From an optimization exercise on the open Yosys and OpenROAD flow, aimed at small area, a short achievable clock period and few clock cycles; shortcuts taken in it are not production practice. Function was checked by simulation only, so behaviour that the tests miss may differ from the original. Power and IR drop assume default switching activity.

==> run a <==
// QUEEN
module QUEEN(
    clk,
    rst_n,
    in_valid,
    col,
    row,
    in_valid_num,
    in_num,
    out_valid,
    out
);
make LEC_CHECK=0 CAP_MARGIN=20 CORE_MARGIN=2 CORE_UTILIZATION=40 SLEW_MARGIN=20 finish   # period 6.0 ns
run.sh (not shown) runs the stock make flow with config.mk's settings and CLKGATE_MAP_FILE= SYNTH_SCRIPT=/design/flow/synth_recipe.tcl, a recipe that flattens the netlist after the stock synthesis.
==> run b: changes against run a <==
==> flow/design.v (replaced) <==
module QUEEN(
    clk,
    rst_n,
    in_valid,
    col,
    row,
    in_valid_num,
    in_num,
    out_valid,
    out
);
input               clk, rst_n, in_valid, in_valid_num;
input       [3:0]   col, row;
input       [2:0]   in_num;
output reg          out_valid;
output reg  [3:0]   out;
localparam FC2 = 1;
localparam S_IDLE = 2'd0, S_IN = 2'd1, S_SRCH = 2'd2, S_OUT = 2'd3;
reg  [1:0]  state;
reg  [2:0]  left;             
reg  [11:0] given;
reg  [11:0] M [0:11];
reg  [11:0] c;                
reg  [11:0] act;              
wire [11:0] n, n2;            
integer i, j, k;
function [11:0] lowbit;
    input [11:0] x;
    integer b;
    reg seen;
    begin
        seen = 1'b0;
        for (b = 0; b < 12; b = b + 1) begin
            lowbit[b] = x[b] & ~seen;
            seen = seen | x[b];
        end
    end
endfunction
reg [11:0] q  [0:11];
reg [11:0] nx [0:11];
reg [11:0] more;
reg [11:0] R;
reg [22:0] D1, D2;
always @(*) begin
    for (j = 0; j < 12; j = j + 1) begin
        q[j] = lowbit(M[j]);
        nx[j] = M[j] & ~q[j];
        more[j] = |nx[j];
    end
    R = 12'd0; D1 = 23'd0; D2 = 23'd0;
    for (j = 0; j < 12; j = j + 1)
        for (i = 0; i < 12; i = i + 1) begin
            R[i] = R[i] | (q[j][i] & act[j]);
            D1[i + j] = D1[i + j] | (q[j][i] & act[j]);
            D2[i - j + 11] = D2[i - j + 11] | (q[j][i] & act[j]);
        end
end
reg [11:0] avc, avn, avn2, rowok;
reg [11:0] attk;
always @(*) begin
    avc = 12'hfff; avn = 12'hfff; avn2 = 12'hfff; rowok = 12'd0;
    for (k = 0; k < 12; k = k + 1) begin
        for (i = 0; i < 12; i = i + 1)
            attk[i] = R[i] | D1[i + k] | D2[i - k + 11];
        if (c[k]) avc = avc & ~attk;
        if (n[k]) avn = avn & ~attk;
        if (n2[k]) avn2 = avn2 & ~attk;
        if (~act[k] & ~given[k]) rowok = rowok | ~attk;
    end
end
wire dead = |(~R & ~rowok);
reg [11:0] dsel, dsel2;
always @(*) begin
    dsel = 12'd0; dsel2 = 12'd0;
    for (k = 0; k < 12; k = k + 1)
        for (i = k + 1; i < 12; i = i + 1) begin
            if (c[k] & n[i]) dsel[i - k] = 1'b1;
            if (c[k] & n2[i]) dsel2[i - k] = 1'b1;
        end
end
reg [11:0] ok;
reg        okr, okr2;
always @(*) begin
    for (i = 0; i < 12; i = i + 1) begin
        okr = 1'b0; okr2 = 1'b0;
        for (j = 0; j < 12; j = j + 1)
            if (j != i) begin
                okr = okr | (avn[j] & ~dsel[(j > i) ? (j - i) : (i - j)]);
                okr2 = okr2 | (avn2[j] & ~dsel2[(j > i) ? (j - i) : (i - j)]);
            end
        ok[i] = (okr | ~|n) & (FC2 == 0 || okr2 || ~|n2);
    end
end
wire [11:0] cand = avc & ok;
wire        has  = |cand & ~dead;
wire [11:0] free = ~given;
reg  [11:0] above_c;
always @(*) begin
    above_c = 12'd0;
    for (i = 1; i < 12; i = i + 1)
        above_c[i] = above_c[i - 1] | c[i - 1];
end
assign n  = lowbit(free & above_c);
assign n2 = lowbit(free & above_c & ~n);
reg [11:0] popv, jsel, above_j, A, c_pop;
reg        hi;
always @(*) begin
    popv = more & act & free;
    hi = 1'b0;
    for (i = 11; i >= 0; i = i - 1) begin
        above_j[i] = ~hi & ~popv[i];
        jsel[i] = popv[i] & ~hi;
        hi = hi | popv[i];
    end
    A = free & above_j;
    c_pop = lowbit(A);
end
reg [3:0]  qenc;
always @(*) begin
    qenc = 4'd0;
    for (i = 0; i < 12; i = i + 1)
        if (R[i]) qenc = qenc | i[3:0];
end
wire [3:0] q0enc = {q[0][8]|q[0][9]|q[0][10]|q[0][11],
                    q[0][4]|q[0][5]|q[0][6]|q[0][7],
                    q[0][2]|q[0][3]|q[0][6]|q[0][7]|q[0][10]|q[0][11],
                    q[0][1]|q[0][3]|q[0][5]|q[0][7]|q[0][9]|q[0][11]};
wire [11:0] col_oh = 12'd1 << col;
wire [11:0] row_oh = 12'd1 << row;
wire        first  = (state == S_IDLE || state == S_IN) && in_valid && in_valid_num;
wire        take   = (state == S_IN) && in_valid;
wire [11:0] given_nx = first ? col_oh : (given | col_oh);
wire [11:0] f1 = lowbit(~given_nx);
wire        last_in = first ? (in_num == 3'd1) : (left == 3'd1);
wire srch = (state == S_SRCH);
wire done = srch && has && ~|n;
always @(posedge clk or negedge rst_n) begin
    if (!rst_n) begin
        state <= S_IDLE;
        out_valid <= 1'b0;
        out <= 4'd0;
    end else begin
        case (state)
        S_IDLE: if (first) state <= (in_num == 3'd1) ? S_SRCH : S_IN;
        S_IN:   if (in_valid && last_in) state <= S_SRCH;
        S_SRCH: if (done) begin
                    state <= S_OUT;
                    out_valid <= 1'b1;
                    out <= q0enc;
                end
        S_OUT:  if (~|act) begin
                    state <= S_IDLE;
                    out_valid <= 1'b0;
                    out <= 4'd0;
                end else
                    out <= qenc;
        endcase
    end
end
always @(posedge clk) begin
    if (first || take) begin
        left <= first ? in_num - 3'd1 : left - 3'd1;
        given <= given_nx;
        c <= f1;
        act <= given_nx;
    end else if (state == S_SRCH) begin
        if (has) begin
            c <= n;
            act <= done ? 12'd2 : (act | c);
        end else begin
            c <= c_pop;
            act <= given | ~above_j;
        end
    end else if (state == S_OUT)
        act <= {act[10:0], 1'b0};
end
wire [11:0] wsel = srch ? c : ((first || take) ? col_oh : 12'd0);
wire [11:0] wbus = srch ? cand : row_oh;
genvar g;
generate
for (g = 0; g < 12; g = g + 1) begin : col_g
    always @(posedge clk) begin
        if (wsel[g])
            M[g] <= wbus;
        else if (srch & jsel[g] & ~has)
            M[g] <= nx[g];
    end
end
endgenerate
endmodule
ABC_AREA = 1   (was default)
SETUP_SLACK_MARGIN = 0.8   (was default)
==> summary of the runs <==
Run b finished clean. Run a ran to the end with violations: negative setup slack.
In run b the die area is higher than in run a, by 0.60%.
Against run a, the worst hold slack of run b is lower by 39 ps.
Between run a and run b, the lower via count is in run b (gap 2.6%, measured against run b).
Between run a and run b, the lower combinational power is in run a (gap about 8%, measured against run b).
Between run b and run a, the lower utilization is in run b (gap 5.3 points).
Clock power: run a is larger than run b (about 9%).
Of run b and run a, run b has the higher synthesized cell count (gap about 40%, measured against run a).
==> figures <==
item                                                                                         run a                     run b
Source of the worst register-to-register timing path                                       M[5][2]                    act[9]
CP peak stage delay                                                                         570 ps                    620 ps
Fin crit share                                                                                102%                     86.8%
Number of vias per cell                                                                       7.81                      6.33
Power attributed to the clock group                                                        1.32 mW                   1.21 mW
Clock network fraction of design power                                                        7.3%                      6.7%
Critical path data required time                                                           6290 ps                   6170 ps
Starting density of the core                                                                 40.5%                     40.6%
Syn avg cell area                                                                         7.81 um2                  5.66 um2
Total power                                                                                17.9 mW                   18.1 mW
Most frequent standard cell in the layout excluding fill and tap cells      sky130_fd_sc_hd__buf_4  sky130_fd_sc_hd__nand2_1
Cells after Synth                                                                             2992                      4158
Status                                                                  complete, but fails checks            finished clean
Violated checks                                                               negative setup slack                         -
Die ar.                                                                                  60400 um2                 60800 um2
Number of flip-flops and latches                                                               199                       190
Testbench counts of run a, summed over its fixed seeds: cycles 123,316.
Testbench counts of run b, summed over its fixed seeds: cycles 113,035.

## afterwards: timing with drivers on the ports
Ports are ideal in the flow. The routed layouts listed here were re-timed in OpenROAD. Step 1 sets driving cells, clkbuf_16 on the clock port and buf_2 on the other inputs (assumed; they add their load-dependent delay and slew). Step 2 times the ports against the registers' clock, not the clock port: input delays grow and output delays shrink by t, the midpoint of the rising clock arrivals with the driver on. a / b / c = no drivers / after step 1 / after step 2; a / b = the first two.
| run | shift t [ns] | slack for setup (ns) | hold WS [ns] | clock arrival spread, ns | cell pins on the clock port's net |
|---|---|---|---|---|---|
| run a | 0.573 | -0.103 / -0.103 / -0.103 | 0.527 / 0.527 / 0.527 | 0.021 / 0.021 | 1 |
| run b | 0.560 | 0.790 / 0.790 / 0.790 | 0.489 / 0.489 / 0.489 | 0.026 / 0.027 | 1 |
